Source: an optimization exercise on an open RTL-to-GDS flow (aim: small area, a short achievable clock period and few clock cycles per item). Production flows keep margins and buffers that such runs may drop. At most, simulation tests tie the RTL to the original design; equivalence was not proved.

## north
// polinomio
module polinomio(clk, inicio, reset, a, b, c, x, saida, pronto, livre);
Size: ~410 cells after synthesis, about 85 I/O pins, ~4200 um^2 of cells after synthesis.
==> flow/config.mk <==
export PLATFORM = sky130hd
export DESIGN_NAME = polinomio
export DESIGN_NICKNAME = polinomio
export VERILOG_FILES = /design/flow/design.v
export SDC_FILE = /design/flow/constraint.sdc
export NUM_CORES = 4
export LEC_CHECK = 0
export CAP_MARGIN = 20
export CORE_MARGIN = 2
export CORE_UTILIZATION = 40
export SETUP_SLACK_MARGIN = 3.0
export SLEW_MARGIN = 20
export SYNTH_HIERARCHICAL = 1
==> flow/constraint.sdc <==
create_clock -name core_clock -period 9.0 [get_ports {clk}]
set_input_delay 1.8000 -clock core_clock [delete_from_list [all_inputs] [get_ports {clk}]]
set_output_delay 1.8000 -clock core_clock [all_outputs]
set_load 0.01 [all_outputs]
standard.sh (not shown) runs the stock make flow with config.mk's settings and CLKGATE_MAP_FILE= SYNTH_SCRIPT=/design/flow/synth_recipe.tcl, a recipe that flattens the netlist after the stock synthesis.
==> flow/flow/run.sh <==
#!/bin/bash
# Standard ORFS layout with two changes: the port buffers are
# sky130_fd_sc_hd__buf_1, and after the floorplan every combinational cell is
# set to its smallest drive strength (downsize.tcl), so that the later timing
# repair only upsizes the cells that need it.
set -euo pipefail
export BUFFER_PORTS_ARGS="-buffer_cell sky130_fd_sc_hd__buf_1"
bash standard.sh floorplan > floorplan.log 2>&1
R=orfs/results/$FLOW_PLATFORM/polinomio/base
openroad -no_init -exit flow/downsize.tcl > downsize.log 2>&1
bash standard.sh finish > finish.log 2>&1
==> flow/flow/downsize.tcl <==
# Set each combinational cell of the floorplan to the smallest drive strength
# of its function (same name with _1, or _0 where that exists).
set r orfs/results/$::env(FLOW_PLATFORM)/polinomio/base
foreach lib [glob $::env(FLOW_HOME)/platforms/$::env(FLOW_PLATFORM)/lib/*tt*.lib] { read_liberty $lib }
read_db $r/2_floorplan.odb
set n 0
foreach inst [[ord::get_db_block] getInsts] {
  set m [[$inst getMaster] getName]
  if {![regexp {^(sky130_fd_sc_hd__)(mux2i?|a\w+|o\w+|nand\w*|nor\w*|and\w*|or\w*|xor\w*|xnor\w*|inv|ha|fa)_(\d+)$} $m -> pre fn sz]} { continue }
  if {$sz <= 1} { continue }
  foreach s {1} {
    set cand ${pre}${fn}_$s
    if {[[ord::get_db] findMaster $cand] ne "NULL"} {
      if {[catch {replace_cell [$inst getName] $cand} err]} { puts "skip [$inst getName]: $err" } else { incr n; puts "[$inst getName] $m -> $cand" }
      break
    }
  }
}
puts "downsized $n cells"
write_db $r/2_floorplan.odb
No stage failed in north, and the final checks on the layout all came back clean.
Testbench counts of north, summed over its fixed seeds: cycles 6,400, items 3,200.
Here is what was changed in the inputs of south compared with north.
# north
export LEC_CHECK = 0
export CAP_MARGIN = 20
export CORE_MARGIN = 2
export CORE_UTILIZATION = 40
export SETUP_SLACK_MARGIN = 3.0
export SLEW_MARGIN = 20
export SYNTH_HIERARCHICAL = 1
create_clock -name core_clock -period 9.0 [get_ports {clk}]
# south
export LEC_CHECK = 0
export CAP_MARGIN = 20
export CORE_MARGIN = 2
export CORE_UTILIZATION = 55
export SETUP_SLACK_MARGIN = 3.2
export SLEW_MARGIN = 20
export SYNTH_HIERARCHICAL = 1
create_clock -name core_clock -period 9.0 [get_ports {clk}]
Findings:
south finished all stages; the layout is clean. Non-clock buffer count (higher): south. [diff] shortest period the worst path allows, south relative to north: improvement. Changes observed in south relative to north: final standard cell area without fillers shows an increase of about 3.7%; hold slack shows an increase of 0.012 ns; final cell utilization of the core shows an increase of 18 points; wire length per cell shows an increase of about 5%; largest stage delay on the critical path shows a reduction of 0.02 ns.
[inputs] east vs south
# south
export LEC_CHECK = 0
export CAP_MARGIN = 20
export CORE_MARGIN = 2
export CORE_UTILIZATION = 55
export SETUP_SLACK_MARGIN = 3.2
export SLEW_MARGIN = 20
export SYNTH_HIERARCHICAL = 1
create_clock -name core_clock -period 9.0 [get_ports {clk}]
# east
export LEC_CHECK = 0
export CAP_MARGIN = 20
export CORE_MARGIN = 2
export CORE_UTILIZATION = 40
export SETUP_SLACK_MARGIN = 3.2
export SLEW_MARGIN = 20
export SYNTH_HIERARCHICAL = 1
create_clock -name core_clock -period 9.0 [get_ports {clk}]
==> flow/flow/run.sh <==
#!/bin/bash
# Standard ORFS layout, except that the port buffers are sky130_fd_sc_hd__buf_1.
set -o pipefail
cp standard.sh standard.sh.txt
export BUFFER_PORTS_ARGS="-buffer_cell sky130_fd_sc_hd__buf_1"
bash standard.sh > standard.log 2>&1
removed: flow/flow/downsize.tcl
Notes after the runs:
Cmp east vs south: critical path depth lower in east
Diff south -> east: fraction of layout instances using a drive strength above 1 dropped 2.3 points, clock skew climbed 0.0084 ns, design area dropped about 1.5%, total routed wirelength climbed 290 um, overall die area climbed 36%.
south leaves less setup margin than east.
What west does differently from east at the input level:
# east
export LEC_CHECK = 0
export CAP_MARGIN = 20
export CORE_MARGIN = 2
export CORE_UTILIZATION = 40
export SETUP_SLACK_MARGIN = 3.2
export SLEW_MARGIN = 20
export SYNTH_HIERARCHICAL = 1
create_clock -name core_clock -period 9.0 [get_ports {clk}]
# west
export LEC_CHECK = 0
export CAP_MARGIN = 20
export CORE_MARGIN = 2
export CORE_UTILIZATION = 40
export SETUP_SLACK_MARGIN = 3.4
export SLEW_MARGIN = 20
export SYNTH_HIERARCHICAL = 1
create_clock -name core_clock -period 9.0 [get_ports {clk}]
## What came out
On register-to-register slack, east beats west.
In west, the share of post-route cells with drive strength above 1 came out 10 points above the value in east.
Cmp west and east / setup slack / higher: west
west reports a higher via count normalized by instance count than east does.
Of west and east, west shows the higher worst reg2reg path depth, with east below it.
Relative to east, the utilization after layout of west is higher by 3.2 points.
west vs east on logic depth of the worst setup path including buffers: west is the higher one.
west ends up with lower minimum clock period after layout than east does.
On met2 track utilization from global routing: between west and east, it ends up higher for west.
Looking at west and east, the post-synthesis share of cell area spent on full adders, half adders and majority gates is a wash.
Modified inputs, middle compared to west
# west
export LEC_CHECK = 0
export CAP_MARGIN = 20
export CORE_MARGIN = 2
export CORE_UTILIZATION = 40
export SETUP_SLACK_MARGIN = 3.4
export SLEW_MARGIN = 20
export SYNTH_HIERARCHICAL = 1
create_clock -name core_clock -period 9.0 [get_ports {clk}]
# middle
export LEC_CHECK = 0
export CAP_MARGIN = 20
export CORE_MARGIN = 2
export CORE_UTILIZATION = 40
export SETUP_SLACK_MARGIN = 3.0
export SLEW_MARGIN = 20
export SYNTH_HIERARCHICAL = 1
create_clock -name core_clock -period 9.0 [get_ports {clk}]
Notes after the runs:
middle closes out successfully: all stages finished, all timing, DRC and antenna checks passed.
When middle is measured against west, its sequential share of layout area turns out 0.63 points higher.
On middle: worst setup margin is 0.19 ns lower than what west gave.
On middle: utilization is 3.8 points lower than what west gave.
The lower hold slack came out of middle.

Another version of the RTL of polinomio (not shown whole).
Size in the first run: ~430 cells after synthesis, about 18 flip-flops, roughly 85 I/O pins, ~4300 sq um of cells after synthesis.
// polinomio
module polinomio(clk, inicio, reset, a, b, c, x, saida, pronto, livre);
export LEC_CHECK = 0
export CAP_MARGIN = 20
export CORE_MARGIN = 2
export CORE_UTILIZATION = 40
export SETUP_SLACK_MARGIN = 2.8
export SLEW_MARGIN = 20
export SYNTH_HIERARCHICAL = 1
create_clock -name core_clock -period 9.0 [get_ports {clk}]
==> flow/flow/run.sh <==
#!/bin/bash
# Standard ORFS layout, except that the port buffers are sky130_fd_sc_hd__buf_1.
set -o pipefail
cp standard.sh standard.sh.txt
export BUFFER_PORTS_ARGS="-buffer_cell sky130_fd_sc_hd__buf_1"
bash standard.sh > standard.log 2>&1
Testbench counts at the start, summed over its fixed seeds: cycles 6,400, items 3,200.
Edit:
CORE_UTILIZATION = 75   (was 40)
=>
- first-iteration DRC count climbs by 130%
- via count climbs by 7.7%
- worst hold slack improved by 18 ps
Edit:
CORE_UTILIZATION = 40   (was 75)
SETUP_SLACK_MARGIN = 0   (was 2.8)
The new run completed with no timing, DRC or antenna violations.
Setup slack gets worse by 190 ps.
Core utilization is lower by 39 points.
Hold slack loses 17 ps.
Edit:
CORE_UTILIZATION = 60   (was 40)
SETUP_SLACK_MARGIN = 2.8   (was 0)
Outcome:
- The new run ran to the end with no violations
- utilization climbs by 23 points
- wire length came out lower by 3.8%
- fmax rises by 3.3%
- hold slack improved by 260 ps
- non-clock buffer count shrinks by 1
- cell area goes down by 1.0%

before:
Another version of the RTL of polinomio (not shown whole).
For scale: about 410 cells after synthesis, roughly 18 flip-flops, about 85 I/O pins, roughly 0.0043 mm^2 of cells after synthesis.
Settings: LEC_CHECK=0, CAP_MARGIN=20, CORE_MARGIN=2, CORE_UTILIZATION=40, SETUP_SLACK_MARGIN=3.0, SLEW_MARGIN=20, SYNTH_HIERARCHICAL=1; clock period 9.0 ns.
Scripts as last shown in full above: flow/flow/run.sh
Testbench counts of before, summed over its fixed seeds: cycles 6,400, items 3,200.
Changes in after relative to before:
- SETUP_SLACK_MARGIN: 3.0 -> 3.3
Findings:
Post-cts sizing count (lower): before. [after] worst reg-to-reg path cell count fell 2 relative to before. Going from before to after, count of clock-net buffers in the final layout -1, total number of vias moved up, post-placement cell count neither gained nor lost much. In the reports for before and after, the smaller worst path arrival time belongs to after. On wire length on met2, the higher figure sits with after, not before.

Another version of the RTL of polinomio (not shown whole).
Size: ~85 I/O pins, about 4600 sq um of cells after synthesis.
==> flow/config.mk <==
export PLATFORM = sky130hd
export DESIGN_NAME = polinomio
export DESIGN_NICKNAME = polinomio
export VERILOG_FILES = /design/flow/design.v
export SDC_FILE = /design/flow/constraint.sdc
export NUM_CORES = 4
export LEC_CHECK = 0
export CAP_MARGIN = 20
export CORE_MARGIN = 2
export CORE_UTILIZATION = 40
export SETUP_SLACK_MARGIN = 3.3
export SLEW_MARGIN = 20
export SYNTH_HIERARCHICAL = 1
==> flow/constraint.sdc <==
create_clock -name core_clock -period 9.0 [get_ports {clk}]
set_input_delay 1.8000 -clock core_clock [delete_from_list [all_inputs] [get_ports {clk}]]
set_output_delay 1.8000 -clock core_clock [all_outputs]
set_load 0.01 [all_outputs]
Scripts as last shown in full above: flow/flow/run.sh
Next try:
SETUP_SLACK_MARGIN = not set   (was 3.3)
What happened: Wire length drops by 5.2%. Worst setup slack loses 0.69 ns. Register-to-register slack loses 0.82 ns. Worst hold slack is worse by 0.098 ns. Die area stays the same. Cell count shrinks by 3.6%.
No run of this note included a check of the RTL's function; only the layout flow was run.

## wip/amber
RTL: one of the versions met above, not the one the previous note started from.
Size: roughly 410 cells after synthesis, ~4200 um2 of cells after synthesis.
export LEC_CHECK = 0
export CAP_MARGIN = 20
export CORE_MARGIN = 2
export CORE_UTILIZATION = 40
export SETUP_SLACK_MARGIN = 3.1
export SLEW_MARGIN = 20
export SYNTH_HIERARCHICAL = 1
create_clock -name core_clock -period 9.0 [get_ports {clk}]
==> flow/flow/run.sh <==
#!/bin/bash
# Standard ORFS layout with two changes: the port buffers are
# sky130_fd_sc_hd__buf_1, and after the floorplan every combinational cell is
# set to its smallest drive strength (downsize.tcl), so that the later timing
# repair only upsizes the cells that need it.
set -euo pipefail
export BUFFER_PORTS_ARGS="-buffer_cell sky130_fd_sc_hd__buf_1"
bash standard.sh floorplan > floorplan.log 2>&1
R=orfs/results/$FLOW_PLATFORM/polinomio/base
openroad -no_init -exit flow/downsize.tcl > downsize.log 2>&1
bash standard.sh finish > finish.log 2>&1
==> flow/flow/downsize.tcl <==
# Set each combinational cell of the floorplan to the smallest drive strength
# of its function (same name with _1, or _0 where that exists).
set r orfs/results/$::env(FLOW_PLATFORM)/polinomio/base
foreach lib [glob $::env(FLOW_HOME)/platforms/$::env(FLOW_PLATFORM)/lib/*tt*.lib] { read_liberty $lib }
read_db $r/2_floorplan.odb
set n 0
foreach inst [[ord::get_db_block] getInsts] {
  set m [[$inst getMaster] getName]
  if {![regexp {^(sky130_fd_sc_hd__)(mux2i?|a\w+|o\w+|nand\w*|nor\w*|and\w*|or\w*|xor\w*|xnor\w*|inv|ha|fa)_(\d+)$} $m -> pre fn sz]} { continue }
  if {$sz <= 1} { continue }
  foreach s {1} {
    set cand ${pre}${fn}_$s
    if {[[ord::get_db] findMaster $cand] ne "NULL"} {
      if {[catch {replace_cell [$inst getName] $cand} err]} { puts "skip [$inst getName]: $err" } else { incr n; puts "[$inst getName] $m -> $cand" }
      break
    }
  }
}
puts "downsized $n cells"
write_db $r/2_floorplan.odb
Testbench counts of wip/amber, summed over its fixed seeds: cycles 6,400, items 3,200.
Input changes introduced in wip/nickel (baseline for comparison: wip/amber):
- SETUP_SLACK_MARGIN changed from 3.1 to 3.2
--- outcome ---
Comparing wip/nickel and wip/amber, the lower post-route clock period utilization was measured on wip/nickel.

Setup of job 6078:
polinomio again, from the RTL that the note above started with.
==> flow/config.mk <==
export PLATFORM = sky130hd
export DESIGN_NAME = polinomio
export DESIGN_NICKNAME = polinomio
export VERILOG_FILES = /design/flow/design.v
export SDC_FILE = /design/flow/constraint.sdc
export NUM_CORES = 4
export LEC_CHECK = 0
export CAP_MARGIN = 20
export CORE_MARGIN = 2
export CORE_UTILIZATION = 40
export SETUP_SLACK_MARGIN = 3.3
export SLEW_MARGIN = 20
export SYNTH_HIERARCHICAL = 1
==> flow/constraint.sdc <==
create_clock -name core_clock -period 9.0 [get_ports {clk}]
set_input_delay 1.8000 -clock core_clock [delete_from_list [all_inputs] [get_ports {clk}]]
set_output_delay 1.8000 -clock core_clock [all_outputs]
set_load 0.01 [all_outputs]
Scripts as last shown in full above: flow/flow/run.sh, flow/flow/downsize.tcl
Job 6078: flow completed, timing, DRC and antenna clean
Testbench counts of job 6078, summed over its fixed seeds: cycles 6,400, items 3,200.
diff inputs: job 6078 => job 3776
Settings: SETUP_SLACK_MARGIN: 3.3 -> 3.4.
==> summary.txt <==
Source-to-sink clock delay at the later pin of the worst-skew pair: job 3776 vs job 6078 — no meaningful difference
Compared with job 6078, job 3776 shows global-route wire length before repair that has gone up slightly.
On count of fill cells added during filler insertion, the lower figure sits with job 6078, not job 3776.
Looking only at clock-buffer cell count, and setting everything else aside, the higher value of job 6078 and job 3776 goes to job 3776.
Compared with job 6078, in job 3776 number of logic stages on the critical path including buffering decreased 1, number of storage elements in the synthesis netlist essentially unchanged, routed metal-1 wirelength decreased 4.1%.

[static timing again, ports no longer ideal]
No port has a modelled driver above. Below, the same layouts with a new extraction and two added sets of constraints. Step 1 (the two cells are an assumption about what drives the block):
set clk [get_ports {clk}]
set_driving_cell -lib_cell sky130_fd_sc_hd__clkbuf_16 $clk
set_driving_cell -lib_cell sky130_fd_sc_hd__buf_2 [delete_from_list [all_inputs] $clk]
Step 2 times the ports against the registers' clock, not the clock port: input delays grow and output delays shrink by t, the midpoint of the rising clock arrivals with the driver on. Three values: ideal, step 1, step 2; two values: the first two.
run	t (ns)	slack for setup (ns)	worst hold slack (ns)	worst setup path after step 2	clock arrival spread, ns
north	0.298	3.173 / 3.171 / 2.873	0.616 / 0.616 / 0.616	input to register	0.009 / 0.009
south	0.292	3.327 / 3.337 / 3.045	0.628 / 0.628 / 0.628	input to register	0.002 / 0.002
east	0.291	3.343 / 3.355 / 3.064	0.457 / 0.457 / 0.457	input to register	0.010 / 0.010
west	0.292	3.420 / 3.433 / 3.141	0.617 / 0.617 / 0.617	input to register	0.010 / 0.010
middle	0.291	3.230 / 3.239 / 2.948	0.458 / 0.458 / 0.458	input to register	0.010 / 0.010
the first run of note 2	0.287	3.051 / 3.055 / 2.768	0.632 / 0.632 / 0.632	input to register	0.002 / 0.002
the second run of note 2	0.299	2.999 / 3.005 / 2.706	0.650 / 0.650 / 0.650	input to register	0.003 / 0.003
the third run of note 2	0.288	2.805 / 2.810 / 2.522	0.634 / 0.634 / 0.634	input to register	0.003 / 0.003
the fourth run of note 2	0.294	3.004 / 3.010 / 2.716	0.890 / 0.890 / 0.890	input to register	0.004 / 0.004
before	0.297	3.214 / 3.225 / 2.927	0.514 / 0.514 / 0.514	input to register	0.002 / 0.001
after	0.293	3.386 / 3.399 / 3.106	0.639 / 0.639 / 0.639	input to register	0.012 / 0.012
the first run of note 4	0.279	3.059 / 3.066 / 2.787	0.734 / 0.734 / 0.734	input to register	0.001 / 0.001
the second run of note 4	0.280	2.370 / 2.372 / 2.092	0.636 / 0.636 / 0.636	input to register	0.004 / 0.003
wip/amber	0.299	3.275 / 3.285 / 2.985	0.621 / 0.621 / 0.621	input to register	0.010 / 0.011
wip/nickel	0.298	3.347 / 3.345 / 3.047	0.621 / 0.621 / 0.621	input to register	0.010 / 0.009
job 6078	0.292	3.334 / 3.347 / 3.055	0.565 / 0.565 / 0.565	input to register	0.006 / 0.006
job 3776	0.294	3.409 / 3.417 / 3.123	1.063 / 1.063 / 1.063	input to register	0.007 / 0.007
After both steps setup and hold are still met in every run listed.
